Background: an optimization exercise with open tools, aiming at small area and a short achievable clock period. Do not read the settings as production practice.
The RTL was checked by simulation tests, not by an equivalence proof against the original design.
With no activity given, the tool overestimates toggling in this design, so its power and IR-drop figures are unreliable.

==> inputs of job 3419 <==
## TopProcessor
module TopProcessor(Clk, Reset, InstrAddr, Instruction, DataAddr, DataWData, MemWrite, MemRead, DataRData, WriteData);
	input Clk, Reset;
	input [31:0] Instruction;
	input [31:0] DataRData;
	output [31:0] InstrAddr, DataAddr, DataWData;
	output MemWrite, MemRead;
	output [31:0] WriteData;
	wire [5:0] op = Instruction[31:26];
	wire [4:0] rs = Instruction[25:21];
	wire [4:0] rt = Instruction[20:16];
	wire [4:0] rd = Instruction[15:11];
	wire [4:0] sh = Instruction[10:6];
	wire [5:0] fn = Instruction[5:0];
	wire [31:0] imm = {{16{Instruction[15]}}, Instruction[15:0]};
	wire isR    = (op == 6'd0);
	wire isS    = (op == 6'd28);
	wire isAddi = (op == 6'd8);
	wire isOri  = (op == 6'd13);
	wire isLw   = (op == 6'd35);
	wire isSw   = (op == 6'd43);
	wire isBne  = (op == 6'd5);
	wire fSub = isR & (fn == 6'h22);
	wire fAnd = isR & (fn == 6'h24);
	wire fOr  = isR & (fn == 6'h25);
	wire fSlt = isR & (fn == 6'h2a);
	wire fSll = isR & (fn == 6'h00);
	wire fSrl = isR & (fn == 6'h02);
	wire fRot = isR & (fn == 6'h06);
	wire fMul = isS & (fn == 6'h02);
	wire fClz = isS & (fn == 6'h20);
	wire fCnt = isS & ~fMul;
	wire useImm = isAddi | isOri | isLw | isSw;
	wire selAnd = fAnd;
	wire selOr  = fOr | isOri;
	wire selSlt = fSlt;
	wire selShift = fSll | fSrl | fRot;
	wire selAdd = ~(selAnd | selOr | selSlt | selShift | isS);
	wire doSub = fSub | fSlt | isBne;
	wire regWrite = ~(isSw | isBne);
	wire [4:0] wreg = (isAddi | isOri | isLw) ? rt : rd;
	assign MemRead = isLw;
	assign MemWrite = isSw;
	reg [991:0] RF;
	integer i;
	always @(posedge Clk) begin
		for (i = 1; i < 32; i = i + 1)
			if (regWrite && wreg == i)
				RF[32*(i-1) +: 32] <= WriteData;
	end
	wire [30:0] sel1, sel2;
	genvar g, k;
	generate for (g = 1; g < 32; g = g + 1) begin : dec
		assign sel1[g-1] = (rs == g);
		assign sel2[g-1] = (rt == g);
	end endgenerate
	wire [31:0] NRA, NRB;        
	generate for (k = 0; k < 32; k = k + 1) begin : rd_port
		wire [30:0] col;
		for (g = 0; g < 31; g = g + 1) begin : c
			assign col[g] = RF[32*g + k];
		end
		RFReadBit p1 (.S(sel1), .D(col), .YN(NRA[k]));
		RFReadBit p2 (.S(sel2), .D(col), .YN(NRB[k]));
	end endgenerate
	wire [31:0] ALUOther, Sum, MulOut;
	wire NotEqual;
	ALU32Bit alu(.NA(NRA), .NB(NRB), .Imm(imm), .Sh(sh), .UseImm(useImm), .Sub(doSub),
  ...
export LEC_CHECK = 0
export CAP_MARGIN = 10
export CORE_MARGIN = 2
export CORE_UTILIZATION = 55
export CTS_CLUSTER_DIAMETER = 80
export CTS_CLUSTER_SIZE = 20
export SETUP_SLACK_MARGIN = 5
export SLEW_MARGIN = 10
export SYNTH_HIERARCHICAL = 1
create_clock -name core_clock -period 24.0 [get_ports {Clk}]
standard.sh (not shown) runs the stock make flow with config.mk's settings and CLKGATE_MAP_FILE= SYNTH_SCRIPT=/design/flow/synth_recipe.tcl, a recipe that flattens the netlist after the stock synthesis.
==> flow/flow/run.sh <==
#!/bin/bash
# Own layout flow: the standard synthesis unchanged, then ORFS from
# floorplan to finish with four knobs the flow settings cannot reach:
#  - a larger setup margin for the timing repair steps,
#  - repair of the worst path only (no total-negative-slack repair),
#  - buf_2 cells as the port buffers,
#  - sizing not held to the same cell footprint.
# Each step's full output goes to its own log in this folder.
set -euo pipefail
MARGIN=7.2
bash standard.sh synth > synth.log 2>&1
sed -e "s|\"\${@:-finish}\"|SETUP_SLACK_MARGIN=$MARGIN TNS_END_PERCENT=0 MATCH_CELL_FOOTPRINT=0 BUFFER_PORTS_ARGS='-buffer_cell sky130_fd_sc_hd__buf_2' \"\${@:-finish}\"|" standard.sh > layout.sh
bash layout.sh > layout.log 2>&1
==> job 5126: changes against job 3419 <==
--- a/flow/flow/run.sh
+++ b/flow/flow/run.sh
@@ -7,7 +7,7 @@
 #  - sizing not held to the same cell footprint.
 # Each step's full output goes to its own log in this folder.
 set -euo pipefail
-MARGIN=7.2
+MARGIN=10
 bash standard.sh synth > synth.log 2>&1
 sed -e "s|\"\${@:-finish}\"|SETUP_SLACK_MARGIN=$MARGIN TNS_END_PERCENT=0 MATCH_CELL_FOOTPRINT=0 BUFFER_PORTS_ARGS='-buffer_cell sky130_fd_sc_hd__buf_2' \"\${@:-finish}\"|" standard.sh > layout.sh
 bash layout.sh > layout.log 2>&1
- CAP_MARGIN: 10 -> 20
- CTS_CLUSTER_DIAMETER: 80 -> not set
- CTS_CLUSTER_SIZE: 20 -> not set
- SLEW_MARGIN: 10 -> 20
==> job 2117: changes against job 3419 <==
--- a/flow/flow/run.sh
+++ b/flow/flow/run.sh
@@ -7,7 +7,7 @@
 #  - sizing not held to the same cell footprint.
 # Each step's full output goes to its own log in this folder.
 set -euo pipefail
-MARGIN=7.2
+MARGIN=8.5
 bash standard.sh synth > synth.log 2>&1
 sed -e "s|\"\${@:-finish}\"|SETUP_SLACK_MARGIN=$MARGIN TNS_END_PERCENT=0 MATCH_CELL_FOOTPRINT=0 BUFFER_PORTS_ARGS='-buffer_cell sky130_fd_sc_hd__buf_2' \"\${@:-finish}\"|" standard.sh > layout.sh
 bash layout.sh > layout.log 2>&1
==> summary of the runs <==
- Global-route usage, lowest first: job 3419, job 2117, job 5126.
- Job 3419 finished with timing, DRC and antenna clean. Job 5126 finished clean. Job 2117 ran to the end with no violations.
- Critical path depth, highest first: job 3419, job 2117, job 5126.
- In job 3419 the final cell count is higher than in job 2117, by about 0.4%.
- Of job 5126 and job 3419, job 5126 has the higher combinational power (gap 10%, measured against job 3419).
- First-iteration DRC count: job 3419 is higher than job 2117 (about 2.7%).
==> figures <==
Static leakage power: job 5126 24.87 nW; job 3419 23.87 nW; job 2117 23.66 nW
Fraction of area in registers: job 5126 41.63%; job 3419 42.91%; job 2117 43.21%
Wire length per cell after detailed routing: job 5126 39.27 um; job 3419 39.30 um; job 2117 39.61 um
Via count of the first global-routing pass: job 5126 50450; job 3419 49050; job 2117 49620
Worst path setup slack after routing: job 5126 6.993 ns; job 3419 6.914 ns; job 2117 7.039 ns
Reg power frac: job 5126 7.4%; job 3419 8.2%; job 2117 8.5%
Power of the clock network: job 5126 0.00161 W; job 3419 0.00106 W; job 2117 0.00106 W
Tcrit/Tclk final: job 5126 70.86%; job 3419 71.19%; job 2117 70.67%
Buffers inserted during post-CTS setup optimization: job 5126 143; job 3419 93; job 2117 160
Design Power: job 5126 0.03249 W; job 3419 0.02939 W; job 2117 0.02837 W
Layout-to-synthesis area ratio: job 5126 1.2004x; job 3419 1.1647x; job 2117 1.1565x
Status: job 5126 complete, no violations; job 3419 complete, no violations; job 2117 complete, no violations

-- afterwards: timing with drivers on the ports --
No port has a modelled driver above. Below, the same layouts with a new extraction and two added sets of constraints. Step 1: set_driving_cell puts a clkbuf_16 on Clk and a buf_2 on each other input, an assumption about the parent block. Step 2, shift: input delay + t, output delay - t, t = (earliest + latest rising clock arrival at the registers) / 2. This alone moves slack from input paths to output paths. Slacks: ideal ports / drivers / drivers and shift; pairs: ideal ports / drivers.
run	shift t [ns]	slack for setup (ns)	worst hold slack (ns)	worst register clock-pin slew, ns	cell pins on the clock port's net
job 3419	0.774	6.914 / 6.836 / 6.836	0.567 / 0.567 / 0.567	0.10 / 0.10	1
job 5126	0.768	6.993 / 6.898 / 6.898	0.555 / 0.555 / 0.555	0.07 / 0.07	1
job 2117	0.772	7.039 / 6.948 / 6.948	0.566 / 0.566 / 0.566	0.09 / 0.09	1
After both steps setup and hold are still met in every run listed. For job 5126, which loses most, drivers alone change the setup slack by -0.095 ns; drivers and shift together by -0.095 ns.
